Context: an optimization exercise on an open-source flow, tuned for small area. The choices shown serve that exercise and are no tape-out recipe. RTL that was checked went through simulation tests only; none was proved equivalent to the original. Only the layout flow was run in runs 3 to 5; the RTL was not checked for function there. Power and IR drop assume default switching activity.

File: run.sh
#!/bin/bash
# synth_recipe.tcl (not shown) runs the flow's synth.tcl, then flattens the netlist and writes it again
# the make line also repeats each setting of config.mk as NAME=value (left out here)
make -C /OpenROAD-flow-scripts/flow DESIGN_CONFIG=/design/flow/config.mk WORK_HOME=/design/flow/orfs CLKGATE_MAP_FILE= SYNTH_SCRIPT=/design/flow/synth_recipe.tcl finish
File: config.mk
export PLATFORM = sky130hd
export DESIGN_NAME = CPU
export DESIGN_NICKNAME = CPU
export VERILOG_FILES = /design/flow/design.v
export SDC_FILE = /design/flow/constraint.sdc
export NUM_CORES = 4
export LEC_CHECK = 0
export CAP_MARGIN = 20
export CORE_MARGIN = 2
export CORE_UTILIZATION = 60
export CTS_BUF_LIST = sky130_fd_sc_hd__clkbuf_2 sky130_fd_sc_hd__clkbuf_4 sky130_fd_sc_hd__clkbuf_8
export CTS_CLUSTER_SIZE = 40
export PLACE_DENSITY = 0.7
export SLEW_MARGIN = 20
File: constraint.sdc
create_clock -name core_clock -period 25.0 [get_ports {clk}]
set_input_delay 5.0000 -clock core_clock [delete_from_list [all_inputs] [get_ports {clk}]]
set_output_delay 5.0000 -clock core_clock [all_outputs]
set_load 0.01 [all_outputs]
File: design.v
module ula(
    input clk,
    input rst,
    input start_p,
    input exec,
    input [17:0] chaves,
    input [2:0] op_p,
    input [3:0] d_p,
    input [10:0] fonte_p,
    input [15:0] rd,
    output [3:0] raddr,
    output we,
    output wclr,
    output [3:0] waddr,
    output reg [15:0] acc,
    output neg_step,
    output dab_step
);
    reg [17:0] E;
    reg [4:0] sc;
    reg run, pm;
    wire srcE = sc[4];
    wire [2:0] op = srcE ? E[17:15] : op_p;
    wire [3:0] d = srcE ? E[14:11] : d_p;
    wire [10:0] f = srcE ? E[10:0] : fonte_p;
    wire [3:0] a = f[10:7];
    wire s = f[6];
    wire [5:0] m = f[5:0];
    wire [3:0] b = f[3:0];
    wire [2:0] k = sc[2:0];
    wire step = run && (sc[4] == sc[3]) && !(k[2] && k[1]);
    assign neg_step = run && pm && sc == 5'd6;
    assign dab_step = run && pm && (sc[4] != sc[3]);
    wire wr = run && sc == 5'd30;
    assign we = wr && (E[17:16] != 2'b11);
    assign wclr = wr && (E[17:15] == 3'd6);
    assign waddr = E[14:11];
    reg mbit;
    always @(*) begin
        case (k)
            3'd0: mbit = m[5];
            3'd1: mbit = m[4];
            3'd2: mbit = m[3];
            3'd3: mbit = m[2];
            3'd4: mbit = m[1];
            default: mbit = m[0];
        endcase
    end
    wire k0 = (k == 3'd0);
    wire k1 = (k == 3'd1);
    wire addsub = !op[2] && op[0];    
    assign raddr = (op == 3'd7) ? d : (k1 && addsub) ? b : a;
    reg x_acc, x_dbl, y_rd, y_mag, y_acc, inv;
    always @(*) begin
        x_acc = 1'b1; x_dbl = 1'b0; y_rd = 1'b0; y_mag = 1'b0; y_acc = 1'b0; inv = 1'b0;
        if (step) begin
            case (op)
                3'd0: if (k0) begin x_acc = 0; y_mag = 1; inv = s; end
                3'd1, 3'd3: if (k0) begin x_acc = 0; y_rd = 1; end
                            else if (k1) begin y_rd = 1; inv = op[1]; end
                3'd2, 3'd4: if (k0) begin x_acc = 0; y_rd = 1; end
                            else if (k1) begin y_mag = 1; inv = s ^ op[2]; end
                3'd5: begin
                    x_acc = 0; x_dbl = !k0;
                    y_rd = mbit;
                    inv = s & mbit;
                end
                3'd6: if (k0) x_acc = 0;
                default: if (k0) begin x_acc = 0; y_rd = 1; end
            endcase
        end else if (neg_step) begin
            x_acc = 0; y_acc = 1; inv = acc[15];
        end else if (dab_step) begin
            x_acc = 0; x_dbl = 1;
        end
    end
    wire [15:0] x = ({16{x_acc}} & acc) | ({16{x_dbl}} & {acc[14:0], 1'b0});
    wire [15:0] y = (({16{y_rd}} & rd) | ({16{y_mag}} & {10'd0, m}) | ({16{y_acc}} & acc))
                    ^ {16{inv}};
    wire [16:0] c;
    wire [15:0] sum;
    assign c[0] = inv;
    genvar i;
    generate for (i = 0; i < 16; i = i + 1) begin : RC
        assign sum[i] = x[i] ^ y[i] ^ c[i];
        assign c[i+1] = (x[i] & y[i]) | (c[i] & (x[i] ^ y[i]));
    end endgenerate
    always @(posedge clk) begin
        acc <= sum;
        if (exec)
            E <= chaves;
        if (rst) begin
            run <= 1'b0;
            pm <= 1'b0;
        end else if (start_p) begin
            run <= 1'b1;
            pm <= 1'b1;
            sc <= 5'd0;
        end else if (exec && !run) begin
            run <= 1'b1;
            sc <= 5'd24;
        end else if (run) begin
            sc <= sc + 5'd1;
            if (sc == 5'd30) begin
                run <= 1'b0;
                pm <= 1'b0;
            end
        end
    end
endmodule
module memoria(input clk, input enable, input ativar_clear,
    input [3:0] endereco_leitura,
    input [3:0] endereco_escrita, input [15:0] conteudo_escrita,
    output [15:0] conteudo_leitura);
    reg [15:0] banco_mem [15:0];
    integer i;
    assign conteudo_leitura = banco_mem[endereco_leitura];
    always @(posedge clk) begin
        for (i = 0; i < 16; i = i + 1)
            if (ativar_clear || (enable && endereco_escrita == i))
                banco_mem[i] <= ativar_clear ? 16'd0 : conteudo_escrita;
    end
endmodule
module binario_bcd (
    input [18:0] x,
    input bit_in,
    output [18:0] y
);
    function [3:0] corr(input [3:0] d);
        corr = (d >= 4'd5) ? d + 4'd3 : d;
    endfunction
    wire [17:0] c = {x[17:16], corr(x[15:12]), corr(x[11:8]), corr(x[7:4]), corr(x[3:0])};
    assign y = {c, bit_in};
endmodule
module displayLCD (
    input wire clk,
    input wire rst,
    input wire btn_send,
    input wire [2:0] op_selc,
    input wire [3:0] logger,
    input wire [10:0] fonte,
    input wire [15:0] acc,
    input wire neg_step,
    input wire dab_step,
    output wire start_p,
    output wire [2:0] op_p,
    output wire [3:0] d_p,
    output wire [10:0] fonte_p,
    output reg [7:0] lcd_data,
    output reg lcd_rs,
    output wire lcd_rw,
    output reg lcd_e
);
    assign lcd_rw = 1'b0;
    localparam [3:0]
        S_OFF = 4'd0,
        S_INIT_START = 4'd1,
        S_INIT_PW = 4'd2,
        S_IDLE = 4'd3,
        S_SYNC = 4'd4,
        S_CMD_ADDR = 4'd5,
        S_CMD_PW = 4'd6,
        S_DATA_WRITE = 4'd7,
        S_DATA_PW = 4'd8,
        S_WAIT_RELEASE = 4'd9;
    reg [3:0] state;
    reg [10:0] cnt;
    reg [1:0] cmd_idx;
    reg [4:0] msg_idx;
    reg [2:0] reg_op;
    reg [3:0] reg_logger;
    reg reg_neg;
    reg [18:0] bcd;
    wire [18:0] bcd_step;
    binario_bcd conv(.x(bcd), .bit_in(acc[15]), .y(bcd_step));
    assign start_p = (state == S_IDLE) && btn_send;
    assign op_p = reg_op;
    assign d_p = reg_logger;
    assign fonte_p = bcd[10:0];
    wire init_end = msg_idx[3] & msg_idx[0] & cnt[10] & cnt[9] & cnt[5];  
    wire pw_end_std = &{cnt[5:4], cnt[0]};                                 
    wire pw_end_clr = &{cnt[10:9], cnt[6], cnt[3], cnt[0]};                
    wire pulse = cnt < 11'd9;
    wire sync_end = cnt[4];                                                
    wire [15:0] mc = {msg_idx, cnt};
    wire [16:0] ci;
    wire [15:0] mc_inc;
    wire [5:0] cm;
    wire [4:0] msg_inc;
    assign ci[0] = 1'b1;
    assign cm[0] = 1'b1;
    genvar gi;
    generate for (gi = 0; gi < 16; gi = gi + 1) begin : INC
        assign mc_inc[gi] = mc[gi] ^ ci[gi];
        assign ci[gi+1] = mc[gi] & ci[gi];
    end
    for (gi = 0; gi < 5; gi = gi + 1) begin : INCM
        assign msg_inc[gi] = msg_idx[gi] ^ cm[gi];
        assign cm[gi+1] = msg_idx[gi] & cm[gi];
    end endgenerate
    wire [10:0] cnt_inc = mc_inc[10:0];
    always @(posedge clk) begin
        if (rst) begin
            state <= S_OFF;
            cnt <= 0;
            cmd_idx <= 0;
            msg_idx <= 0;
            reg_op <= 0;
            reg_logger <= 0;
            reg_neg <= 0;
            bcd <= 0;
        end else begin
            case (state)
                S_OFF: begin
                    cnt <= 0;
                    state <= S_INIT_START;
                end
                S_INIT_START: begin
                    if (init_end) begin
                        cnt <= 0;
                        msg_idx <= 0;
                        cmd_idx <= 0;
                        state <= S_INIT_PW;
                    end else
                        {msg_idx, cnt} <= mc_inc;
                end
                S_INIT_PW: begin
                    if (cmd_idx == 2'd2 ? pw_end_clr : pw_end_std) begin
                        cnt <= 0;
                        cmd_idx <= cmd_idx + 2'd1;
                        if (cmd_idx == 2'd3) begin
                            msg_idx <= 0;
                            state <= S_CMD_ADDR;
                        end
                    end else
                        cnt <= cnt_inc;
                end
                S_IDLE: begin
                    if (btn_send) begin
                        cnt <= 0;
                        reg_op <= op_selc;
                        reg_logger <= logger;
                        bcd[10:0] <= fonte;
                        state <= S_SYNC;
                    end
                end
                S_SYNC: begin
                    if (sync_end) begin
                        msg_idx <= 0;
                        cnt <= 0;
                        state <= S_CMD_ADDR;
                    end else
                        cnt <= cnt_inc;
                end
                S_CMD_ADDR: begin
                    cnt <= 0;
                    if (msg_idx == 5'd0 || msg_idx == 5'd16)
                        state <= S_CMD_PW;
                    else
                        state <= S_DATA_WRITE;
                end
                S_CMD_PW: begin
                    if (pw_end_std) begin
                        cnt <= 0;
                        state <= S_DATA_WRITE;
                    end else
                        cnt <= cnt_inc;
                end
                S_DATA_WRITE: begin
                    cnt <= 0;
                    state <= S_DATA_PW;
                end
                S_DATA_PW: begin
                    if (pw_end_std) begin
                        cnt <= 0;
                        if (msg_idx == 5'd31)
                            state <= S_WAIT_RELEASE;
                        else begin
                            msg_idx <= msg_inc;
                            state <= S_CMD_ADDR;
                        end
                    end else
                        cnt <= cnt_inc;
                end
                S_WAIT_RELEASE: begin
                    if (!btn_send)
                        state <= S_IDLE;
                end
                default: state <= S_OFF;
            endcase
            if (neg_step) begin
                reg_neg <= acc[15];
                bcd <= 19'd0;
            end
            if (dab_step)
                bcd <= bcd_step;
        end
    end
    reg [7:0] ch;
    reg [3:0] digit;
    always @(*) begin
        case (msg_idx[2:0])
            3'd3: digit = {1'b0, bcd[18:16]};
            3'd4: digit = bcd[15:12];
            3'd5: digit = bcd[11:8];
            3'd6: digit = bcd[7:4];
            default: digit = bcd[3:0];
        endcase
        ch = " ";
        case (msg_idx)
            5'd0: case (reg_op)
                3'd0: ch = "L"; 3'd1: ch = "A"; 3'd2: ch = "A"; 3'd3: ch = "S";
                3'd4: ch = "S"; 3'd5: ch = "M"; 3'd6: ch = "C"; default: ch = "D";
            endcase
            5'd1: case (reg_op)
                3'd0: ch = "O"; 3'd1: ch = "D"; 3'd2: ch = "D"; 3'd3: ch = "U";
                3'd4: ch = "U"; 3'd5: ch = "U"; 3'd6: ch = "L"; default: ch = "P";
            endcase
            5'd2: case (reg_op)
                3'd0: ch = "A"; 3'd1: ch = "D"; 3'd2: ch = "D"; 3'd3: ch = "B";
                3'd4: ch = "B"; 3'd5: ch = "L"; 3'd6: ch = "R"; default: ch = "L";
            endcase
            5'd3: case (reg_op)
                3'd0: ch = "D"; 3'd2: ch = "I"; 3'd4: ch = "I"; 3'd5: ch = "T";
                default: ch = " ";
            endcase
            5'd10: ch = "[";
            5'd11: ch = {7'b0011000, reg_logger[3]};
            5'd12: ch = {7'b0011000, reg_logger[2]};
            5'd13: ch = {7'b0011000, reg_logger[1]};
            5'd14: ch = {7'b0011000, reg_logger[0]};
            5'd15: ch = "]";
            5'd26: ch = reg_neg ? "-" : "+";
            5'd27, 5'd28, 5'd29, 5'd30, 5'd31: ch = {4'b0011, digit};
            default: ch = " ";
        endcase
    end
    always @(*) begin
        lcd_e = 1'b0;
        lcd_rs = 1'b0;
        lcd_data = 8'd0;
        case (state)
            S_INIT_PW: begin
                lcd_e = pulse;
                case (cmd_idx)
                    2'd0: lcd_data = 8'h38;
                    2'd1: lcd_data = 8'h0C;
                    2'd2: lcd_data = 8'h01;
                    default: lcd_data = 8'h06;
                endcase
            end
            S_CMD_PW: begin
                lcd_e = pulse;
                lcd_data = msg_idx[4] ? 8'hC0 : 8'h80;
            end
            S_DATA_PW: begin
                lcd_e = pulse;
                lcd_rs = 1'b1;
                lcd_data = ch;
            end
            default: ;
        endcase
    end
endmodule
module detector_botao(
    input clk,
    input rst,
    input botao_agora,
    output reg flag_botao
);
    reg [10:0] contador;
    reg estado_estavel;
    reg estado_anterior;
    wire fim = (contador == 11'b01110100111);
    wire difere = botao_agora ^ estado_estavel;
    wire [10:0] prox = {contador[9:0], ~(contador[10] ^ contador[8])};
    always @(posedge clk) begin
        if (rst || !difere || fim)
            contador <= 11'd0;
        else
            contador <= prox;
        if (rst) begin
            estado_estavel <= 1'b0;
            estado_anterior <= 1'b0;
            flag_botao <= 1'b0;
        end else begin
            if (difere && fim)
                estado_estavel <= botao_agora;
            estado_anterior <= estado_estavel;
            flag_botao <= estado_estavel & ~estado_anterior;
        end
    end
endmodule
module CPU (
    input clk,
    input rst,  
    input botao_ligar_agora,
    input botao_enviar_agora,
    input [17:0] instrucao_completa,
    output reg flag_clear_memoria,
    output reg flag_escrever,
    output [7:0] lcd_data,
    output lcd_rs,
    output lcd_rw,
    output lcd_e,
    output lcd_on
);
    assign lcd_on = 1'b1;
    localparam OP_CLEAR = 3'b110;
    localparam OP_DISPLAY = 3'b111;
    localparam S_DESLIGADO = 2'd0,
               S_AGUARDANDO = 2'd1,
               S_EXECUTANDO = 2'd2;
    reg [1:0] estado;
    reg sistema_ligado;
    wire flag_ligar, flag_enviar;
    wire [2:0] opcode_chaves = instrucao_completa[17:15];
    wire [3:0] rd = instrucao_completa[14:11];
    wire [15:0] leitura, acc;
    wire [3:0] raddr, waddr;
    wire we, wclr, start_p, neg_step, dab_step;
    wire [2:0] op_p;
    wire [3:0] d_p;
    wire [10:0] fonte_p;
    memoria banco_memoria(
        .clk(clk),
        .enable(we),
        .ativar_clear(wclr || ~sistema_ligado),
        .endereco_leitura(raddr),
        .endereco_escrita(waddr),
        .conteudo_escrita(acc),
        .conteudo_leitura(leitura)
    );
    ula ula(
        .clk(clk),
        .rst(~sistema_ligado),
        .start_p(start_p),
        .exec(estado == S_EXECUTANDO),
        .chaves(instrucao_completa),
        .op_p(op_p),
        .d_p(d_p),
        .fonte_p(fonte_p),
        .rd(leitura),
        .raddr(raddr),
        .we(we),
        .wclr(wclr),
        .waddr(waddr),
        .acc(acc),
        .neg_step(neg_step),
        .dab_step(dab_step)
    );
    displayLCD LCD(
        .clk(clk),
        .rst(~sistema_ligado),
        .btn_send(flag_enviar),
        .op_selc(opcode_chaves),
        .logger(opcode_chaves == OP_CLEAR ? 4'd0 : rd),
        .fonte(instrucao_completa[10:0]),
        .acc(acc),
        .neg_step(neg_step),
        .dab_step(dab_step),
        .start_p(start_p),
        .op_p(op_p),
        .d_p(d_p),
        .fonte_p(fonte_p),
        .lcd_data(lcd_data),
        .lcd_rs(lcd_rs),
        .lcd_rw(lcd_rw),
        .lcd_e(lcd_e)
    );
    detector_botao detector_ligar (
        .clk(clk), .rst(rst),
        .botao_agora(botao_ligar_agora),
        .flag_botao(flag_ligar)
    );
    detector_botao detector_enviar (
        .clk(clk), .rst(rst),
        .botao_agora(botao_enviar_agora),
        .flag_botao(flag_enviar)
    );
    always @(posedge clk) begin
        if (rst)
            sistema_ligado <= 1'b0;
        else if (flag_ligar)
            sistema_ligado <= ~sistema_ligado;
    end
    always @(posedge clk) begin
        if (~sistema_ligado)
            estado <= S_DESLIGADO;
        else case (estado)
            S_DESLIGADO: estado <= S_AGUARDANDO;
            S_AGUARDANDO: if (flag_enviar) estado <= S_EXECUTANDO;
            default: estado <= S_AGUARDANDO;
        endcase
    end
    always @(*) begin
        flag_escrever = 1'b0;
        flag_clear_memoria = 1'b0;
        if (estado == S_EXECUTANDO) begin
            if (opcode_chaves == OP_CLEAR)
                flag_clear_memoria = 1'b1;
            else if (opcode_chaves != OP_DISPLAY)
                flag_escrever = 1'b1;
        end
    end
endmodule
==> results of run 1 <==
state kept, by name, indices dropped and copies added, names as in the netlist, 11 cells and up:
signal	count
ula.acc	16
detector_enviar.contador	11
LCD.cnt	11
detector_ligar.contador	11
LCD.bcd	19
ula.E	18
banco_memoria.banco_mem	256
power groups by stage:
stage	Clock (mW)	Combinational (mW)	Sequential [mW]
2_1_floorplan	0	0.00130	0.677
3_3_place_gp	0	0.00519	0.677
3_5_place_dp	0	0.00529	0.677
4_1_cts	0.512	0.00530	0.664
5_1_grt	0.537	0.00577	0.663
6_report	0.510	0.00536	0.664
area by class of cell:
| cell class | instances | area (µm²) | area share [%] |
|---|---|---|---|
| sequential | 377 | 10300 | 51.1 |
| inverter | 32 | 120 | 0.594 |
| clock buffer | 86 | 1030 | 5.11 |
| tap | 396 | 495 | 2.45 |
| timing repair buffer | 75 | 646 | 3.19 |
| clock inverter | 23 | 115 | 0.569 |
| multi-input combinational | 1095 | 7470 | 37.0 |
cells in the mapped netlist (33+ instances only):
master | count | share of area (%)
ha_1 | 40 | 2.7
nor2_1 | 100 | 2.0
nand2_1 | 105 | 2.1
and2_1 | 42 | 1.4
a22oi_1 | 40 | 1.6
edfxtp_1 | 279 | 46
mux2i_1 | 33 | 1.8
dfxtp_1 | 98 | 11
o21ai_0 | 129 | 3.5
clkbuf_1 | 47 | 0.96
a21oi_1 | 73 | 2.0
nand3_1 | 90 | 2.4
buf_2 | 34 | 0.93
worst paths after layout:
kind | end | startpoint | slack [ns]
max reg2reg | ula.acc[15] | ula.sc[4] | 14.75
min reg2reg | detector_enviar.flag_botao | detector_enviar.estado_anterior | 0.39
min | detector_enviar.flag_botao | detector_enviar.estado_anterior | 0.39
max | flag_clear_memoria | instrucao_completa[17] | 13.63
per-stage QoR:
step                power, mW  instance area, µm²  cells  worst slack (ns)
finish                   1.18               20200   2084             13.63
CTS                      1.18               20200   2084             13.63
global route             1.21               20200   2084             13.52
global placement        0.682               19100   1975             13.64
floorplan               0.678               18400   1607             14.61
detailed placement      0.682               19100   1975             13.65
layer usage:
| layer | GRT usage (%) | share of wire [%] |
|---|---|---|
| met1 | 44.4 | 39 |
| met2 | 54.3 | 47 |
| met4 | 15.5 | 5.0 |
| met3 | 5.53 | 9.9 |
| met5 | 0 | 0 |
logic make-up after synthesis:
family	share of synthesized area, %
compound gates	19.1
fa+ha+maj	4.25
other cells	0.0408
mux	2.76
buf+inv	3.56
flops	56.2
xor+xnor	1.48
simple gates	12.6
worst max-delay path, cell delays in order:
cell and delay (ns):
clkdlybuf4s50_1 0.52, nand3b_1 0.18, nor2_1 0.12, clkdlybuf4s50_1 0.54
==> results.json, run 1 <==
{
  "wire_per_inst_um": 25.6,
  "p_int_mw": 0.932,
  "finalCriticalPeriod_ns": 11.37,
  "final_cell_mix": "edfxtp_1 (279), o21ai_0 (113), nand2_1 (105)",
  "seqPwrFrac_pct": 56.3,
  "hold_class": "flop to flop",
  "maxSlewViolCount": 0,
  "postCtsSetupRepairBufs": 0,
  "drc_errors": 0,
  "io_buffers": 33,
  "rsz0062_at_grt": "false",
  "relSlewSlack_pct": 33.3,
  "critPathLaunchType": "input pin",
  "ant_nets": 0,
  "final_layout_size_suffix_gt1_share_pct": 12.3,
  "first_iter_violations": 1706,
  "drt-total-wl_um": 53300,
  "gp_congestion": 0.914,
  "layout.nets": 1716,
  "swShare_pct": 20.9,
  "ys_seq_area_share_pct": 56.2,
  "p_sw_mw": 0.246,
  "cts.reportedPaths.clkPinSlew_ns": 0.06,
  "hold_slack_ns": 0.387,
  "die_h_um": 179,
  "cts_max_path_buffers": 3,
  "finClkSkew_ns": 0.0320,
  "post-route-util_pct": 66.6,
  "fin_crit_sh_pct": 45.5,
  "comb_power_share_pct": 0.5,
  "area_growth_pct": 10.0,
  "fillers": 2335,
  "dr.pass1.iters": 6,
  "p_leak_nw": 7.60,
  "first_global_vias": 13387,
  "hold_buffers": 0,
  "tightest_slew_ns": 0.997,
  "fp-row-count": 64,
  "grt_usage_pct": 33.5,
  "antenna_found_initial": 0,
  "synth_cell_types": 100,
  "avgViaCountPerCell": 6.77,
  "powerDensity_nw_per_um2": 58.3,
  "hpwl_um": 33700,
  "setup-violations-final": 0,
  "cts-root-buf": "clkbuf_8",
  "arrival_ns": 6.37,
  "n_antenna_cell": 0,
  "status": "complete, no violations",
  "syn-cell-area_um2": 18400,
  "syn_inst": 1607,
  "fp.coreArea_um2": 30300,
  "ir_drop_mv": 0.0472,
  "crit_fanout": 5,
  "grt_pass1_wl_um": 80200,
  "clk_latency_ns": 0.63,
  "synth.avg_cell_area_um2": 11.4,
  "clock.fmax_mhz": 88.0,
  "grt_max_degree": 45,
  "worstSetupPathType": "input pin to output port",
  "min_delay_path_depth": 1,
  "layout_commonest_cell": "edfxtp_1",
  "clock_sinks": 377,
  "hold_violations": 0,
  "synthFlopType": "edfxtp_1",
  "reg2reg_depth": 27,
  "dieArea_um2": 32100,
  "io_pins": 36,
  "async_flop_share_pct": 0,
  "maxCapViolCount": 0,
  "vias": 14106,
  "synth_edf_count": 279,
  "synth-seq-cells": 377,
  "cts_made_buffers": 59,
  "clockPowerShare_pct": 43.2,
  "cp-end-kind": "output port",
  "grt-ovfl-total": 0,
  "start_util_pct": 60.6,
  "htree_levels": 2,
  "critPathRequiredTime_ns": 20.00,
  "fin_tns_setup_ns": 0,
  "die_w_um": 179,
  "synth.yosys.warnings": 7,
  "tritoncts": "done",
  "cts_resized": 0,
  "syn-num-nets": 1683
}
==> inputs of run 2 (changes only) <==
--- a/design.v
+++ b/design.v
@@ -10,6 +10,5 @@
     input [15:0] rd,
-    output [3:0] raddr,
+    input [3:0] pos,
     output we,
     output wclr,
-    output [3:0] waddr,
     output reg [15:0] acc,
@@ -18,6 +17,8 @@
 );
+    localparam [2:0] F_IDLE = 3'd0, F_RP = 3'd1, F_NEG = 3'd2, F_DAB = 3'd3,
+                     F_RE = 3'd4, F_WR = 3'd5;
     reg [17:0] E;
-    reg [4:0] sc;
-    reg run, pm;
-    wire srcE = sc[4];
+    reg [2:0] fase;
+    reg [2:0] k;
+    wire srcE = fase[2];
     wire [2:0] op = srcE ? E[17:15] : op_p;
@@ -29,10 +30,14 @@
     wire [3:0] b = f[3:0];
-    wire [2:0] k = sc[2:0];
-    wire step = run && (sc[4] == sc[3]) && !(k[2] && k[1]);
-    assign neg_step = run && pm && sc == 5'd6;
-    assign dab_step = run && pm && (sc[4] != sc[3]);
-    wire wr = run && sc == 5'd30;
-    assign we = wr && (E[17:16] != 2'b11);
-    assign wclr = wr && (E[17:15] == 3'd6);
-    assign waddr = E[14:11];
+    wire k0 = (k == 3'd0);
+    wire k1 = (k == 3'd1);
+    wire k5 = (k == 3'd5);
+    wire addsub = !op[2] && op[0];    
+    wire [3:0] raddr = (fase == F_WR || op == 3'd7) ? d : (k1 && addsub) ? b : a;
+    wire hit = (pos == raddr);
+    wire pos15 = &pos;
+    wire step = (fase == F_RP || fase == F_RE) && hit;
+    assign neg_step = (fase == F_NEG) && pos15;
+    assign dab_step = (fase == F_DAB);
+    assign we = (fase == F_WR) && hit && (E[17:16] != 2'b11);
+    assign wclr = (fase == F_RE) && (E[17:15] == 3'd6);
     reg mbit;
@@ -48,6 +53,2 @@
     end
-    wire k0 = (k == 3'd0);
-    wire k1 = (k == 3'd1);
-    wire addsub = !op[2] && op[0];    
-    assign raddr = (op == 3'd7) ? d : (k1 && addsub) ? b : a;
     reg x_acc, x_dbl, y_rd, y_mag, y_acc, inv;
@@ -92,17 +93,16 @@
         if (rst) begin
-            run <= 1'b0;
-            pm <= 1'b0;
-        end else if (start_p) begin
-            run <= 1'b1;
-            pm <= 1'b1;
-            sc <= 5'd0;
-        end else if (exec && !run) begin
-            run <= 1'b1;
-            sc <= 5'd24;
-        end else if (run) begin
-            sc <= sc + 5'd1;
-            if (sc == 5'd30) begin
-                run <= 1'b0;
-                pm <= 1'b0;
-            end
+            fase <= F_IDLE;
+            k <= 3'd0;
+        end else begin
+            if (step)
+                k <= k5 ? 3'd0 : k + 3'd1;
+            case (fase)
+                F_IDLE: if (start_p) fase <= F_RP;
+                        else if (exec) fase <= F_RE;
+                F_RP:  if (step && k5) fase <= F_NEG;
+                F_NEG: if (pos15) fase <= F_DAB;
+                F_DAB: if (pos15) fase <= F_RE;
+                F_RE:  if (step && k5) fase <= F_WR;
+                default: if (hit) fase <= F_IDLE;
+            endcase
         end
@@ -110,13 +110,15 @@
 endmodule
-module memoria(input clk, input enable, input ativar_clear,
-    input [3:0] endereco_leitura,
-    input [3:0] endereco_escrita, input [15:0] conteudo_escrita,
+module memoria(input clk, input rst, input enable, input ativar_clear,
+    input [15:0] conteudo_escrita,
+    output [3:0] pos,
     output [15:0] conteudo_leitura);
-    reg [15:0] banco_mem [15:0];
-    integer i;
-    assign conteudo_leitura = banco_mem[endereco_leitura];
+    reg [255:0] anel;    
+    reg [3:0] p;
+    assign pos = p;
+    assign conteudo_leitura = anel[255:240];
+    wire [15:0] entrada = ativar_clear ? 16'd0 :
+                          enable ? conteudo_escrita : anel[255:240];
     always @(posedge clk) begin
-        for (i = 0; i < 16; i = i + 1)
-            if (ativar_clear || (enable && endereco_escrita == i))
-                banco_mem[i] <= ativar_clear ? 16'd0 : conteudo_escrita;
+        anel <= {anel[239:0], entrada};
+        p <= rst ? 4'd0 : p + 4'd1;
     end
@@ -419,3 +421,2 @@
     wire [15:0] leitura, acc;
-    wire [3:0] raddr, waddr;
     wire we, wclr, start_p, neg_step, dab_step;
@@ -424,9 +425,10 @@
     wire [10:0] fonte_p;
+    wire [3:0] pos;
     memoria banco_memoria(
         .clk(clk),
+        .rst(~sistema_ligado),
         .enable(we),
         .ativar_clear(wclr || ~sistema_ligado),
-        .endereco_leitura(raddr),
-        .endereco_escrita(waddr),
         .conteudo_escrita(acc),
+        .pos(pos),
         .conteudo_leitura(leitura)
@@ -443,6 +445,5 @@
         .rd(leitura),
-        .raddr(raddr),
+        .pos(pos),
         .we(we),
         .wclr(wclr),
-        .waddr(waddr),
         .acc(acc),
==> config.mk (replaced) <==
export PLATFORM = sky130hd
export DESIGN_NAME = CPU
export DESIGN_NICKNAME = CPU
export VERILOG_FILES = /design/flow/design.v
export SDC_FILE = /design/flow/constraint.sdc
export NUM_CORES = 4
export LEC_CHECK = 0
export CAP_MARGIN = 20
export CORE_MARGIN = 2
export CORE_UTILIZATION = 40
export PLACE_DENSITY = 0.6
export SLEW_MARGIN = 20
==> run 2 against run 1 <==
- power grew 2.9%
- fmax fell by 0.34%
- clock power increased by 17%
- synthesized area down 28%
==> results.json, run 2 <==
{
  "status": "complete, no violations",
  "synthFlopType": "dfxtp_1",
  "maxCapViolCount": 0,
  "layout_commonest_cell": "dfxtp_1",
  "finClkSkew_ns": 0.0178,
  "grt-ovfl-total": 0,
  "cts-root-buf": "clkbuf_16",
  "cts_made_buffers": 39,
  "synth.yosys.warnings": 6,
  "area_growth_pct": 15.4,
  "syn-num-nets": 1295,
  "synth_most_common_cell": "dfxtp_1",
  "p_leak_nw": 5.67,
  "drt-total-wl_um": 27300,
  "cts_max_path_buffers": 3,
  "final_area_um2": 15200,
  "grt_busiest_layer": "met2",
  "regMostFlops": "banco_memoria.anel",
  "setup-violations-final": 0,
  "worstSetupPathType": "input pin to output port",
  "synth.avg_cell_area_um2": 10.8,
  "drc_errors": 0,
  "cts_resized": 0,
  "synth.area.top_cells": "dfxtp_1 (55%), edfxtp_1 (4.1%), ha_1 (3.4%)",
  "grtUsageMet1_pct": 23.7,
  "grt_usage_pct": 16.1,
  "crit_top_cell": "clkdlybuf4s50_1",
  "fp-row-count": 66,
  "avgViaCountPerCell": 5.20,
  "synth_cell_types": 75,
  "vias": 8920,
  "hpwl_um": 17800,
  "hold_violations": 0,
  "multi_input_area_um2": 5000,
  "yosys.area.top_type_share_pct": 55.0,
  "grt_pass1_wl_um": 44000,
  "crit_fanout": 5,
  "die_w_um": 186,
  "tritoncts": "done",
  "place_area_um2": 13900,
  "dieArea_um2": 34400,
  "final_cell_mix": "dfxtp_1 (362), nor2_1 (104), nand2_1 (76)",
  "fp.coreArea_um2": 32500,
  "async_flop_share_pct": 0,
  "tightest_slew_ns": 0.980,
  "final_layout_size_suffix_gt1_share_pct": 7.16,
  "cts.reportedPaths.clkPinSlew_ns": 0.06,
  "first_iter_violations": 725,
  "fin_crit_sh_pct": 45.6,
  "hold_class": "flop to flop",
  "ys_seq_area_share_pct": 59.1,
  "gr-usage-met2_pct": 23.7,
  "gp_congestion": 0.871,
  "max_stage_delay_ns": 0.55,
  "synth_edf_count": 18,
  "die_h_um": 186,
  "hold_buffers": 0,
  "finalCriticalPeriod_ns": 11.40,
  "critPathRequiredTime_ns": 20.00,
  "fin_tns_setup_ns": 0,
  "largestRegisters": "banco_memoria.anel (256), LCD.bcd (19), ula.E (18)",
  "fillers": 2977,
  "rsz0062_at_grt": "false",
  "wire_per_inst_um": 15.9,
  "first_global_vias": 8277,
  "synth_common_cells": "dfxtp_1 (362), nor2_1 (104), nand2_1 (76)",
  "crit_chain": "clkdlybuf4s50_1 -> nand3b_1 -> nor2_1 -> clkdlybuf4s50_1",
  "io_pins": 36,
  "syn-cell-area_um2": 13200,
  "ant_nets": 0,
  "cp-end-kind": "output port",
  "clock_sinks": 380,
  "postCtsSetupRepairBufs": 0,
  "maxSlewViolCount": 0,
  "clock.fmax_mhz": 87.7,
  "met3_usage_pct": 3.44,
  "clk_latency_ns": 0.53,
  "io_buffers": 33,
  "htree_levels": 2,
  "start_util_pct": 40.6,
  "ir_drop_mv": 0.0615,
  "dr.pass1.iters": 5,
  "syn_inst": 1223,
  "critPathLaunchType": "input pin",
  "seq_area_um2": 7790,
  "largest_reg_flops": 256,
  "synth_top_cell_by_area": "dfxtp_1",
  "grt_max_degree": 52,
  "relSlewSlack_pct": 34.2,
  "antenna_found_initial": 1,
  "synth-seq-cells": 380,
  "slowest_stage": "clkdlybuf4s50_1",
  "layout.nets": 1316,
  "powerDensity_nw_per_um2": 79.8,
  "arrival_ns": 6.40
}
==> run 2: cell count changes after synthesis, sizes merged, moves of 16 or more <==
cell	previous run	this run
a22oi	40	24
and2	43	26
buf	56	17
dfxtp	98	362
edfxtp	279	18
nand2	108	77
nand3	90	46
o21ai	139	49
==> run 2: final timing paths <==
| kind | startpoint | to | slack [ns] | depth (start not counted) |
|---|---|---|---|---|
| setup / recovery | instrucao_completa[16] | flag_clear_memoria | 13.60 | 4 |
| hold / removal | banco_memoria.anel[188] | banco_memoria.anel[204] | 0.32 | 0 |
| setup reg to reg | ula.fase[2] | ula.acc[15] | 14.95 | 25 |
| hold reg to reg | banco_memoria.anel[188] | banco_memoria.anel[204] | 0.32 | 0 |
==> run 2: routing by layer <==
layer	part of all wire, %	wire, µm
met5	0	0
met4	1.6	449
met3	6.0	1650
met2	43	11700
met1	50	13500
==> run 2: per-stage QoR <==
step / hold slack, ns / utilization, % / power, mW / setup WS [ns] / cells
after floorplan: 0.310 / - / 0.626 / 14.60 / 1223
after global placement: 0.310 / 42.7 / 0.630 / 13.62 / 1645
after detailed placement: 0.312 / 42.7 / 0.630 / 13.61 / 1645
after CTS: 0.319 / 46.8 / 1.23 / 13.60 / 1713
after global routing: 0.323 / 46.8 / 1.26 / 13.48 / 1713
final: 0.319 / 46.8 / 1.21 / 13.60 / 1714
==> run 2: logic make-up after synthesis <==
kind of cell | count (synthesis) | synth area share, %
AOI/OAI and AO/OA | 274 | 13.9
DFF | 380 | 59.1
xor gates and xnor gates | 35 | 2.33
buffers and inverters | 94 | 2.99
muxes | 40 | 3.24
and+or+nand+nor | 348 | 12.8
other | 2 | 0.0570
adders and majority gates | 50 | 5.54
==> run 2: report_power, final <==
group,leakage [nW],internal [mW],total (mW),switching (mW)
Combinational,1.93,0.00343,0.00591,0.00248
Sequential,3.08,0.610,0.611,0.000350
Clock,0.660,0.360,0.597,0.237
==> run 2: final cells by class <==
class | instances | area share, %
Clock buffer | 51 | 7.33
Sequential cell | 380 | 51.2
Antenna cell | 1 | 0.0165
Timing Repair Buffer | 41 | 2.57
Clock inverter | 17 | 1.50
Tap cell | 442 | 3.64
Multi-Input combinational cell | 749 | 32.9
Inverter | 33 | 0.815
==> run 2: critical path, delay by kind of cell <==
kind | cells | cell delay [ns]
AND/OR/NAND/NOR | 2 | 0.31
buffers and inverters | 2 | 1.09
==> inputs of run 3 (changes only) <==
--- a/design.v
+++ b/design.v
@@ -156,14 +156,12 @@
     assign lcd_rw = 1'b0;
-    localparam [3:0]
-        S_OFF = 4'd0,
-        S_INIT_START = 4'd1,
-        S_INIT_PW = 4'd2,
-        S_IDLE = 4'd3,
-        S_SYNC = 4'd4,
-        S_CMD_ADDR = 4'd5,
-        S_CMD_PW = 4'd6,
-        S_DATA_WRITE = 4'd7,
-        S_DATA_PW = 4'd8,
-        S_WAIT_RELEASE = 4'd9;
-    reg [3:0] state;
+    localparam [2:0]
+        S_OFF = 3'd0,
+        S_INIT_START = 3'd1,
+        S_INIT = 3'd2,
+        S_IDLE = 3'd3,
+        S_SYNC = 3'd4,
+        S_CMD = 3'd5,
+        S_DATA = 3'd6,
+        S_WAIT_RELEASE = 3'd7;
+    reg [2:0] state;
     reg [10:0] cnt;
@@ -181,24 +179,74 @@
     assign fonte_p = bcd[10:0];
-    wire init_end = msg_idx[3] & msg_idx[0] & cnt[10] & cnt[9] & cnt[5];  
-    wire pw_end_std = &{cnt[5:4], cnt[0]};                                 
-    wire pw_end_clr = &{cnt[10:9], cnt[6], cnt[3], cnt[0]};                
-    wire pulse = cnt < 11'd9;
-    wire sync_end = cnt[4];                                                
-    wire [15:0] mc = {msg_idx, cnt};
+    wire msg_step;
     wire [16:0] ci;
+    wire [15:0] mc = {msg_idx, cnt};
     wire [15:0] mc_inc;
-    wire [5:0] cm;
-    wire [4:0] msg_inc;
     assign ci[0] = 1'b1;
-    assign cm[0] = 1'b1;
     genvar gi;
     generate for (gi = 0; gi < 16; gi = gi + 1) begin : INC
-        assign mc_inc[gi] = mc[gi] ^ ci[gi];
-        assign ci[gi+1] = mc[gi] & ci[gi];
-    end
-    for (gi = 0; gi < 5; gi = gi + 1) begin : INCM
-        assign msg_inc[gi] = msg_idx[gi] ^ cm[gi];
-        assign cm[gi+1] = msg_idx[gi] & cm[gi];
+        wire cin = (gi == 11) ? (ci[gi] | msg_step) : ci[gi];
+        assign mc_inc[gi] = mc[gi] ^ cin;
+        assign ci[gi+1] = mc[gi] & cin;
     end endgenerate
-    wire [10:0] cnt_inc = mc_inc[10:0];
+    wire init_end = msg_idx[3] & msg_idx[0] & cnt[10] & cnt[9] & cnt[5];  
+    wire end50 = cnt[5] & cnt[4] & cnt[1];                                 
+    wire end1610 = cnt[10] & cnt[9] & cnt[6] & cnt[3] & cnt[1];            
+    wire zero = ~|cnt;
+    wire pulse = ~zero & (cnt < 11'd10);
+    wire sync_end = cnt[4];                                                
+    wire cmd_char = ~|msg_idx[3:0];                                        
+    wire unit_end = (state == S_INIT) ? (cmd_idx == 2'd2 ? end1610 : end50) :
+                    (state == S_CMD) ? (end50 | (zero & ~cmd_char)) : end50;
+    assign msg_step = (state == S_DATA) && end50;
+    reg [2:0] next_state;
+    reg cnt_clr, cnt_one, msg_clr, msg_en;
+    always @(*) begin
+        next_state = state;
+        cnt_clr = 1'b0; cnt_one = 1'b0; msg_clr = 1'b0; msg_en = 1'b0;
+        case (state)
+            S_OFF: begin
+                cnt_clr = 1'b1; msg_clr = 1'b1;
+                next_state = S_INIT_START;
+            end
+            S_INIT_START: begin
+                msg_en = 1'b1;
+                if (init_end) begin
+                    cnt_one = 1'b1; msg_clr = 1'b1;
+                    next_state = S_INIT;
+                end
+            end
+            S_INIT: if (unit_end) begin
+                cnt_one = 1'b1;
+                if (cmd_idx == 2'd3) begin
+                    cnt_clr = 1'b1; msg_clr = 1'b1;
+                    next_state = S_CMD;
+                end
+            end
+            S_IDLE: begin
+                cnt_clr = 1'b1;
+                if (btn_send) next_state = S_SYNC;
+            end
+            S_SYNC: if (sync_end) begin
+                cnt_clr = 1'b1; msg_clr = 1'b1;
+                next_state = S_CMD;
+            end
+            S_CMD: if (unit_end) begin
+                cnt_clr = 1'b1;
+                next_state = S_DATA;
+            end
+            S_DATA: if (end50) begin
+                cnt_clr = 1'b1;
+                if (msg_idx == 5'd31)
+                    next_state = S_WAIT_RELEASE;
+                else begin
+                    msg_en = 1'b1;
+                    next_state = S_CMD;
+                end
+            end
+            default: begin
+                cnt_clr = 1'b1;
+                if (!btn_send) next_state = S_IDLE;
+            end
+        endcase
+    end
     always @(posedge clk) begin
@@ -206,95 +254,26 @@
             state <= S_OFF;
-            cnt <= 0;
             cmd_idx <= 0;
-            msg_idx <= 0;
             reg_op <= 0;
             reg_logger <= 0;
-            reg_neg <= 0;
-            bcd <= 0;
         end else begin
-            case (state)
-                S_OFF: begin
-                    cnt <= 0;
-                    state <= S_INIT_START;
-                end
-                S_INIT_START: begin
-                    if (init_end) begin
-                        cnt <= 0;
-                        msg_idx <= 0;
-                        cmd_idx <= 0;
-                        state <= S_INIT_PW;
-                    end else
-                        {msg_idx, cnt} <= mc_inc;
-                end
-                S_INIT_PW: begin
-                    if (cmd_idx == 2'd2 ? pw_end_clr : pw_end_std) begin
-                        cnt <= 0;
-                        cmd_idx <= cmd_idx + 2'd1;
-                        if (cmd_idx == 2'd3) begin
-                            msg_idx <= 0;
-                            state <= S_CMD_ADDR;
-                        end
-                    end else
-                        cnt <= cnt_inc;
-                end
-                S_IDLE: begin
-                    if (btn_send) begin
-                        cnt <= 0;
-                        reg_op <= op_selc;
-                        reg_logger <= logger;
-                        bcd[10:0] <= fonte;
-                        state <= S_SYNC;
-                    end
-                end
-                S_SYNC: begin
-                    if (sync_end) begin
-                        msg_idx <= 0;
-                        cnt <= 0;
-                        state <= S_CMD_ADDR;
-                    end else
-                        cnt <= cnt_inc;
-                end
-                S_CMD_ADDR: begin
-                    cnt <= 0;
-                    if (msg_idx == 5'd0 || msg_idx == 5'd16)
-                        state <= S_CMD_PW;
-                    else
-                        state <= S_DATA_WRITE;
-                end
-                S_CMD_PW: begin
-                    if (pw_end_std) begin
-                        cnt <= 0;
-                        state <= S_DATA_WRITE;
-                    end else
-                        cnt <= cnt_inc;
-                end
-                S_DATA_WRITE: begin
-                    cnt <= 0;
-                    state <= S_DATA_PW;
-                end
-                S_DATA_PW: begin
-                    if (pw_end_std) begin
-                        cnt <= 0;
-                        if (msg_idx == 5'd31)
-                            state <= S_WAIT_RELEASE;
-                        else begin
-                            msg_idx <= msg_inc;
-                            state <= S_CMD_ADDR;
-                        end
-                    end else
-                        cnt <= cnt_inc;
-                end
-                S_WAIT_RELEASE: begin
-                    if (!btn_send)
-                        state <= S_IDLE;
-                end
-                default: state <= S_OFF;
-            endcase
-            if (neg_step) begin
-                reg_neg <= acc[15];
-                bcd <= 19'd0;
+            state <= next_state;
+            if (state == S_INIT && unit_end)
+                cmd_idx <= cmd_idx + 2'd1;
+            if (start_p) begin
+                reg_op <= op_selc;
+                reg_logger <= logger;
             end
-            if (dab_step)
-                bcd <= bcd_step;
         end
+        cnt <= (rst || cnt_clr) ? 11'd0 : cnt_one ? 11'd1 : mc_inc[10:0];
+        if (rst || msg_clr)
+            msg_idx <= 5'd0;
+        else if (msg_en)
+            msg_idx <= mc_inc[15:11];
+        if (rst || neg_step) begin
+            reg_neg <= rst ? 1'b0 : acc[15];
+            bcd <= 19'd0;
+        end else if (start_p)
+            bcd[10:0] <= fonte;
+        else if (dab_step)
+            bcd <= bcd_step;
     end
@@ -310,3 +289,2 @@
         endcase
-        ch = " ";
         case (msg_idx)
@@ -343,4 +321,4 @@
         lcd_data = 8'd0;
-        case (state)
-            S_INIT_PW: begin
+        if (!zero) case (state)
+            S_INIT: begin
                 lcd_e = pulse;
@@ -353,3 +331,3 @@
             end
-            S_CMD_PW: begin
+            S_CMD: begin
                 lcd_e = pulse;
@@ -357,3 +335,3 @@
             end
-            S_DATA_PW: begin
+            S_DATA: begin
                 lcd_e = pulse;
==> flow/run.sh (new file) <==
#!/bin/bash
# Own layout flow: the standard ORFS flow with
#  - an area-oriented ABC script for the combinational logic in synthesis
#    (flow/abc_area.script, used through ABC_AREA=1 and a copy of ORFS's
#    scripts folder in which only that file differs);
#  - clock tree synthesis without dummy loads, with larger sink clusters;
#  - the smallest buffer for the port buffers;
#  - power recovery (downsizing of gates off the critical paths).
# Each tool's output goes to the ORFS logs under orfs/logs and to
# standard.log in this folder.
set -euo pipefail
HERE=$(pwd)
rm -rf "$HERE/scripts_area"
cp -r "$FLOW_HOME/scripts" "$HERE/scripts_area"
cp "$HERE/flow/abc_area.script" "$HERE/scripts_area/abc_area.script"
CTS="-sink_clustering_enable -repair_clock_nets -dont_use_dummy_load -sink_clustering_size 12 -sink_clustering_max_diameter 60 -buf_list sky130_fd_sc_hd__clkbuf_8"
bash standard.sh SCRIPTS_DIR="$HERE/scripts_area" ABC_AREA=1 \
  CTS_ARGS="$CTS" \
  BUFFER_PORTS_ARGS="-buffer_cell sky130_fd_sc_hd__buf_1" \
  RECOVER_POWER=100 \
  finish > "$HERE/standard.log" 2>&1
==> flow/abc_area.script (new file) <==
strash
ifraig
dch -f
amap
topo
==> standard.sh (new file) <==
#!/bin/bash
# synth_recipe.tcl (not shown) runs the flow's synth.tcl, then flattens the netlist and writes it again
# the make line also repeats each setting of config.mk as NAME=value (left out here)
make -C /OpenROAD-flow-scripts/flow DESIGN_CONFIG=/design/flow/config.mk WORK_HOME=/design/flow/orfs CLKGATE_MAP_FILE= SYNTH_SCRIPT=/design/flow/synth_recipe.tcl "${@:-finish}"
removed: run.sh
==> run 3 against run 2 <==
- still clean on timing, DRC and antenna
- power is 23% lower
- core utilization is 2.4 points lower
- sequential share of layout area is 8.1 points higher
- via count is 12% lower
- wire length is 17% lower
- clock power is 46% lower
- fmax hardly changed
- setup slack worse by 0.0049 ns
- register-to-register slack worse by 1.4 ns
- non-clock buffer count stayed put
- first-iteration DRC count is 24% lower
- largest cell class unchanged
- largest power group unchanged
==> results.json, run 3 <==
{
  "critPathLaunchType": "flop",
  "synthFlopType": "dfxtp_1",
  "ir_drop_mv": 0.0352,
  "avgViaCountPerCell": 5.02,
  "io_pins": 36,
  "fin_ws_ns": 13.59,
  "relSlewSlack_pct": 16.7,
  "powerDensity_nw_per_um2": 71.4,
  "dr.pass1.iters": 5,
  "largestRegisters": "banco_memoria.anel (256), LCD.bcd (19), ula.E (18)",
  "status": "complete, no violations",
  "slowest_stage": "dfxtp_1",
  "synth.area.top_cells": "dfxtp_1 (61%), edfxtp_1 (4.8%), nor2_1 (4.4%)",
  "tritoncts": "done",
  "crit_top_cell": "fa_1",
  "synth_cell_types": 42,
  "syn-cell-area_um2": 11900,
  "drt-total-wl_um": 22600,
  "n_antenna_cell": 0,
  "die_w_um": 177,
  "rsz0062_at_grt": "false",
  "grt_max_degree": 33,
  "grt_usage_pct": 14.8,
  "synth_common_cells": "dfxtp_1 (360), nor2_1 (139), clkinv_1 (121)",
  "hpwl_um": 15400,
  "fp.coreArea_um2": 29500,
  "fin_crit_sh_pct": 45.6,
  "synth.yosys.warnings": 6,
  "pre_cts_ws_ns": 13.25,
  "crit_fanout": 23,
  "worstSetupPathType": "flop to flop",
  "synth.avg_cell_area_um2": 10.8,
  "area_growth_pct": 9.99,
  "hold_class": "flop to flop",
  "clock.fmax_mhz": 87.6,
  "layout.nets": 1249,
  "seqPwrFrac_pct": 65.1,
  "p_leak_nw": 4.67,
  "io_buffers": 33,
  "cts_max_path_buffers": 3,
  "cp-end-kind": "flop",
  "p_total_mw": 0.935,
  "final_layout_size_suffix_gt1_share_pct": 3.90,
  "cts.reportedPaths.clkPinSlew_ns": 0.08,
  "critPathRequiredTime_ns": 25.42,
  "maxCapViolCount": 0,
  "final_cell_mix": "dfxtp_1 (360), nor2_1 (139), clkinv_1 (121)",
  "clockPowerShare_pct": 34.4,
  "arrival_ns": 11.83,
  "dieArea_um2": 31200,
  "p_int_mw": 0.749,
  "largest_reg_flops": 256,
  "p_sw_mw": 0.186,
  "die_h_um": 177,
  "synth-seq-cells": 379,
  "hold_buffers": 0,
  "fp-row-count": 63,
  "synth_top_cell_by_area": "dfxtp_1",
  "finClkSkew_ns": 0.0703,
  "synth_most_common_cell": "dfxtp_1",
  "clock_sinks": 379,
  "ys_seq_area_share_pct": 65.3,
  "postCtsSetupRepairBufs": 0,
  "cts_resized": 0,
  "layout_commonest_cell": "dfxtp_1",
  "syn-num-nets": 1169,
  "htree_levels": 2,
  "fin_tns_setup_ns": 0,
  "first_global_vias": 7420,
  "vias": 7878,
  "finalCriticalPeriod_ns": 11.41,
  "regMostFlops": "banco_memoria.anel",
  "tightest_slew_ns": 1.25,
  "yosys.area.top_type_share_pct": 60.5,
  "async_flop_share_pct": 0,
  "wire_per_inst_um": 14.4,
  "setup-violations-final": 0,
  "comb_power_share_pct": 0.5,
  "swShare_pct": 19.9,
  "gp_congestion": 0.881,
  "syn_inst": 1102,
  "maxSlewViolCount": 0,
  "first_iter_violations": 553,
  "max_stage_delay_ns": 0.79,
  "hold_violations": 0,
  "cts_made_buffers": 39,
  "ant_nets": 0,
  "final_area_um2": 13100,
  "cts-root-buf": "clkbuf_8",
  "grt-ovfl-total": 0,
  "start_util_pct": 40.4,
  "grt_pass1_wl_um": 37500,
  "place_area_um2": 12600,
  "clk_latency_ns": 0.55,
  "synth_edf_count": 19,
  "antenna_found_initial": 0,
  "drc_errors": 0
}
## run 3: changes by cell type after synthesis, sizes merged, moves of 25 or more
cell,delta
and2,-25
clkbuf,-44
clkinv,+118
inv,-30
mux2i,-28
nand3,-34
nor2,+34
o22ai,+51
## run 3: area by class of cell
cell class | instances | area, µm²
Timing Repair Buffer | 41 | 176
Tap cell | 390 | 488
Multi-Input combinational cell | 600 | 3670
Fill cell | 2794 | 16400
Sequential cell | 379 | 7780
Clock buffer | 39 | 537
Inverter | 121 | 454
## run 3: kinds of logic after synthesis
group           synth area share (%)
flops                           65.3
fa+ha+maj                       5.61
other cells                   0.0630
buf+inv                         3.94
simple gates                    10.4
compound gates                  14.6
xor+xnor                      0.0735
## run 3: worst max-delay path, delay by kind of cell (launching register included)
family                   cells  cell delay [ns]
AND/OR/NAND/NOR              8             1.88
buffers and inverters        4             1.36
AO/OA/AOI/OAI                8             1.74
flip-flops                   1             0.79
adder cells (fa/ha/maj)     14             5.51
## run 3: power by group through the flow
| stage | clock network (mW) | logic (mW) | registers [mW] |
|---|---|---|---|
| 2_1_floorplan | 0 | 0.00201 | 0.623 |
| 3_3_place_gp | 0 | 0.00452 | 0.623 |
| 3_5_place_dp | 0 | 0.00458 | 0.623 |
| 4_1_cts | 0.337 | 0.00458 | 0.609 |
| 5_1_grt | 0.360 | 0.00511 | 0.609 |
| 6_report | 0.322 | 0.00457 | 0.609 |
## run 3: path summary, 6_finish.rpt
path	from	cells past startpoint	slack (ns)	to
max	ula.fase[2]	34	13.59	ula.acc[15]
min	banco_memoria.anel[138]	0	0.27	banco_memoria.anel[154]
max reg2reg	ula.fase[2]	34	13.59	ula.acc[15]
min reg2reg	banco_memoria.anel[138]	0	0.27	banco_memoria.anel[154]
## run 3: routing by layer
layer  GRT usage [%]  up-vias  wire [µm]
met5               0        -          0
met1            21.5     3672      11600
met2            22.2      176       9450
li1                -     3989          -
met4            4.79        0        512
met3            2.91       41       1030
## run 3: metrics by stage
step / hold WS (ns) / util, % / instances
2_1_floorplan: 0.310 / - / 1102
3_3_place_gp: 0.310 / 42.6 / 1530
3_5_place_dp: 0.312 / 42.6 / 1530
4_1_cts: 0.269 / 44.5 / 1569
5_1_grt: 0.277 / 44.4 / 1570
6_report: 0.274 / 44.4 / 1570
==> inputs of run 4 (changes only) <==
--- a/flow/run.sh
+++ b/flow/run.sh
@@ -15,3 +15,3 @@
 cp "$HERE/flow/abc_area.script" "$HERE/scripts_area/abc_area.script"
-CTS="-sink_clustering_enable -repair_clock_nets -dont_use_dummy_load -sink_clustering_size 12 -sink_clustering_max_diameter 60 -buf_list sky130_fd_sc_hd__clkbuf_8"
+CTS="-sink_clustering_enable -repair_clock_nets -dont_use_dummy_load -sink_clustering_size 20 -sink_clustering_max_diameter 80 -buf_list \"sky130_fd_sc_hd__clkbuf_8 sky130_fd_sc_hd__clkbuf_16\""
 bash standard.sh SCRIPTS_DIR="$HERE/scripts_area" ABC_AREA=1 \
==> run 4 against run 3 <==
- the flow now stops in clock tree synthesis
- synthesized cell count unchanged
- synthesized area is the same
==> results.json, run 4 <==
{
  "status": "did not finish",
  "lastStage": "clock tree synthesis",
  "error": "[ERROR STA-0564] clock_tree_synthesis positional arguments not supported.",
  "syn-cell-area_um2": 11900,
  "place_area_um2": 12600,
  "synth.yosys.warnings": 6,
  "synth.area.top_cells": "dfxtp_1 (61%), edfxtp_1 (4.8%), nor2_1 (4.4%)",
  "hpwl_um": 15400,
  "synth_most_common_cell": "dfxtp_1",
  "synth-seq-cells": 379,
  "die_w_um": 177,
  "io_pins": 36,
  "syn-num-nets": 1169,
  "die_h_um": 177,
  "synth_edf_count": 19,
  "fp-row-count": 63,
  "start_util_pct": 40.4,
  "synth_common_cells": "dfxtp_1 (360), nor2_1 (139), clkinv_1 (121)",
  "pre_cts_ws_ns": 13.25,
  "gp_congestion": 0.881,
  "io_buffers": 33,
  "async_flop_share_pct": 0,
  "yosys.area.top_type_share_pct": 60.5,
  "syn_inst": 1102,
  "dp_cells": 1530,
  "ys_seq_area_share_pct": 65.3,
  "synth_top_cell_by_area": "dfxtp_1",
  "synth_cell_types": 42,
  "synth.avg_cell_area_um2": 10.8,
  "synthFlopType": "dfxtp_1"
}
==> run 4: cell counts after synthesis <==
Identical to the previous run, type by type.
==> run 4: how the worst max path moves through the flow <==
stage / slack (ns) / from / to / depth (start not counted)
2_1_floorplan: 14.37 / instrucao_completa[16] / flag_clear_memoria / 3
3_3_place_gp: 13.64 / ula.fase[2] / ula.acc[15] / 34
3_5_place_dp: 13.25 / ula.fase[2] / ula.acc[15] / 34
==> run 4: logic make-up after synthesis <==
group	synth area share [%]
fa+ha+maj	5.61
simple gates	10.4
xor+xnor	0.0735
flops	65.3
other cells	0.0630
compound gates	14.6
buf+inv	3.94
==> run 4: power by group through the flow <==
| stage | clock network (mW) | registers, mW | logic, mW |
|---|---|---|---|
| after floorplan | 0 | 0.623 | 0.00201 |
| after global placement | 0 | 0.623 | 0.00452 |
| after detailed placement | 0 | 0.623 | 0.00458 |
==> inputs of run 5 (changes only) <==
==> flow/run.sh (replaced) <==
#!/bin/bash
# Own layout flow: the standard ORFS flow (standard.sh) run on a copy of
# ORFS's scripts folder with these changes:
#  - synthesis maps the combinational logic with an area-oriented ABC script
#    (flow/abc_area.script, selected by ABC_AREA=1);
#  - clock tree synthesis inserts no dummy loads and uses larger sink clusters;
#  - the port buffers use the smallest buffer;
#  - power recovery downsizes gates off the critical paths.
# Each tool's output goes to the ORFS logs under orfs/logs; make's output
# goes to standard.log in this folder.
set -euo pipefail
HERE=$(pwd)
S="$HERE/scripts_area"
rm -rf "$S"
cp -r "$FLOW_HOME/scripts" "$S"
cp "$HERE/flow/abc_area.script" "$S/abc_area.script"
sed -i 's/^  -repair_clock_nets\]/  -repair_clock_nets -dont_use_dummy_load]/' "$S/cts.tcl"
grep -q -- '-dont_use_dummy_load' "$S/cts.tcl"
bash standard.sh SCRIPTS_DIR="$S" ABC_AREA=1 \
  CTS_BUF_LIST="sky130_fd_sc_hd__clkbuf_8 sky130_fd_sc_hd__clkbuf_16" \
  CTS_CLUSTER_SIZE=20 CTS_CLUSTER_DIAMETER=80 \
  BUFFER_PORTS_ARGS="-buffer_cell sky130_fd_sc_hd__buf_1" \
  RECOVER_POWER=100 \
  finish > "$HERE/standard.log" 2>&1
==> run 5 against run 4 <==
- synthesized area did not move
- the run now finishes clean
- synthesized cell count is the same
==> results.json, run 5 <==
{
  "status": "complete, no violations",
  "p_int_mw": 0.773,
  "gp_congestion": 0.881,
  "grt_max_degree": 33,
  "synthFlopType": "dfxtp_1",
  "largest_reg_flops": 256,
  "dieArea_um2": 31200,
  "syn-num-nets": 1169,
  "finClkSkew_ns": 0.0268,
  "powerDensity_nw_per_um2": 72.7,
  "synth_top_cell_by_area": "dfxtp_1",
  "tightest_slew_ns": 1.26,
  "max_stage_delay_ns": 0.78,
  "area_growth_pct": 10.3,
  "critPathRequiredTime_ns": 25.40,
  "io_buffers": 33,
  "n_antenna_cell": 0,
  "layout_commonest_cell": "dfxtp_1",
  "synth_edf_count": 19,
  "syn-cell-area_um2": 11900,
  "largestRegisters": "banco_memoria.anel (256), LCD.bcd (19), ula.E (18)",
  "fp.coreArea_um2": 29500,
  "clock.fmax_mhz": 87.5,
  "hold_class": "flop to flop",
  "yosys.area.top_type_share_pct": 60.5,
  "grt-ovfl-total": 0,
  "ys_seq_area_share_pct": 65.3,
  "clockPowerShare_pct": 35.8,
  "drc_errors": 0,
  "cts-root-buf": "clkbuf_16",
  "fp-row-count": 63,
  "ir_drop_mv": 0.0518,
  "crit_top_cell": "fa_1",
  "start_util_pct": 40.4,
  "grt_usage_pct": 14.4,
  "synth.yosys.warnings": 6,
  "finalCriticalPeriod_ns": 11.42,
  "ant_nets": 0,
  "comb_power_share_pct": 0.5,
  "dr.pass1.iters": 6,
  "swShare_pct": 19.1,
  "cts_resized": 0,
  "die_h_um": 177,
  "postCtsSetupRepairBufs": 0,
  "synth.avg_cell_area_um2": 10.8,
  "relSlewSlack_pct": 16.2,
  "clock_sinks": 379,
  "antenna_found_initial": 0,
  "maxSlewViolCount": 0,
  "fin_crit_sh_pct": 45.7,
  "synth-seq-cells": 379,
  "p_leak_nw": 4.67,
  "tritoncts": "done",
  "cts_made_buffers": 23,
  "min_from": "banco_memoria.anel[203]",
  "avgViaCountPerCell": 5.00,
  "setup-violations-final": 0,
  "fin_tns_setup_ns": 0,
  "first_iter_violations": 518,
  "crit_fanout": 23,
  "hold_violations": 0,
  "synth_common_cells": "dfxtp_1 (360), nor2_1 (139), clkinv_1 (121)",
  "wire_per_inst_um": 14.3,
  "io_pins": 36,
  "post-route-util_pct": 44.6,
  "seqPwrFrac_pct": 63.7,
  "grt_pass1_wl_um": 36800,
  "synth_cell_types": 42,
  "hold_buffers": 0,
  "synth.area.top_cells": "dfxtp_1 (61%), edfxtp_1 (4.8%), nor2_1 (4.4%)",
  "slowest_stage": "dfxtp_1",
  "worstSetupPathType": "flop to flop",
  "final_layout_size_suffix_gt1_share_pct": 2.58,
  "final_cell_mix": "dfxtp_1 (360), nor2_1 (139), clkinv_1 (121)",
  "drt-total-wl_um": 22200,
  "vias": 7768,
  "crit_start": "ula.fase[2]",
  "first_global_vias": 7259,
  "async_flop_share_pct": 0,
  "cts.reportedPaths.clkPinSlew_ns": 0.08,
  "worstReg2RegStart": "ula.fase[2]",
  "cp-end-kind": "flop",
  "maxCapViolCount": 0,
  "critPathLaunchType": "flop",
  "p_sw_mw": 0.182,
  "synth_most_common_cell": "dfxtp_1",
  "regMostFlops": "banco_memoria.anel",
  "cts_max_path_buffers": 3,
  "rsz0062_at_grt": "false",
  "syn_inst": 1102,
  "arrival_ns": 11.82,
  "clk_latency_ns": 0.53,
  "layout.nets": 1233,
  "cpLargestDelayFamily": "adder cells",
  "path_buf_inv": 4,
  "hpwl_um": 15400,
  "die_w_um": 177,
  "htree_levels": 1
}
## run 5: final timing paths
kind	end	slack, ns	cells past startpoint
max	ula.acc[15]	13.58	34
min	banco_memoria.anel[219]	0.31	0
max reg2reg	ula.acc[15]	13.58	34
min reg2reg	banco_memoria.anel[219]	0.31	0
## run 5: logic make-up after synthesis
family	count (synthesis)	synth area share, %
fa+ha+maj	45	5.61
buf+inv	123	3.94
other cells	2	0.0630
xor+xnor	1	0.0735
simple gates	281	10.4
flops	379	65.3
compound gates	271	14.6
## run 5: final cells by class
| class | count | area (µm²) |
|---|---|---|
| clock buffers | 23 | 576 |
| fillers | 2790 | 16300 |
| inverters | 121 | 454 |
| multi-input cells | 600 | 3670 |
| flip-flops and latches | 379 | 7780 |
| well taps | 390 | 488 |
| repair buffers | 41 | 176 |
## run 5: stage by stage
| step | instances | hold WS, ns | power (mW) | instance area, µm² | setup WS [ns] |
|---|---|---|---|---|---|
| detailed placement | 1530 | 0.312 | 0.627 | 12600 | 13.25 |
| global route | 1554 | 0.322 | 0.989 | 13100 | 12.72 |
| global placement | 1530 | 0.310 | 0.627 | 12600 | 13.64 |
| CTS | 1553 | 0.312 | 0.966 | 13100 | 13.22 |
| finish | 1554 | 0.309 | 0.955 | 13100 | 13.58 |
| floorplan | 1102 | 0.310 | 0.625 | 11900 | 14.37 |
## run 5: routing by layer
metal / up-vias / wire, µm / global-route usage, %
met2: 161 / 9330 / 21.9
met1: 3610 / 11500 / 21.6
met4: 0 / 434 / 3.51
met5: - / 0 / 0
li1: 3962 / - / -
met3: 35 / 951 / 2.09
## run 5: power groups by stage
| stage | sequential (mW) | clock [mW] | combinational (mW) |
|---|---|---|---|
| 2_1_floorplan | 0.623 | 0 | 0.00201 |
| 5_1_grt | 0.609 | 0.376 | 0.00511 |
| 4_1_cts | 0.608 | 0.353 | 0.00458 |
| 6_report | 0.608 | 0.342 | 0.00458 |
| 3_5_place_dp | 0.623 | 0 | 0.00458 |
| 3_3_place_gp | 0.623 | 0 | 0.00452 |

## afterwards: timing with drivers on the ports
Ports are ideal in the flow. The routed layouts listed here were re-timed in OpenROAD. Step 1, drivers: a clkbuf_16 drives clk and a buf_2 each remaining input, both assumed. Step 2 adds t to the input delays and takes it off the output delays; t is the mean of the earliest and latest rising clock arrival at the registers after step 1. Input paths then give back, and output paths get back, about the clock's delay inside the block. Three values: ideal ports, drivers, drivers and shift; two values: the first two.
run	shift t [ns]	slack for setup (ns)	clock arrival spread, ns
run 1	0.658	13.634 / 13.612 / 13.612	0.036 / 0.036
run 2	0.577	13.595 / 13.566 / 13.566	0.018 / 0.018
run 3	0.564	13.590 / 13.590 / 13.590	0.072 / 0.071
run 5	0.553	13.576 / 13.576 / 13.576	0.044 / 0.044
After both steps setup and hold are still met in every run listed. For run 2, which loses most, drivers alone change the setup slack by -0.029 ns; drivers and shift together by -0.029 ns.
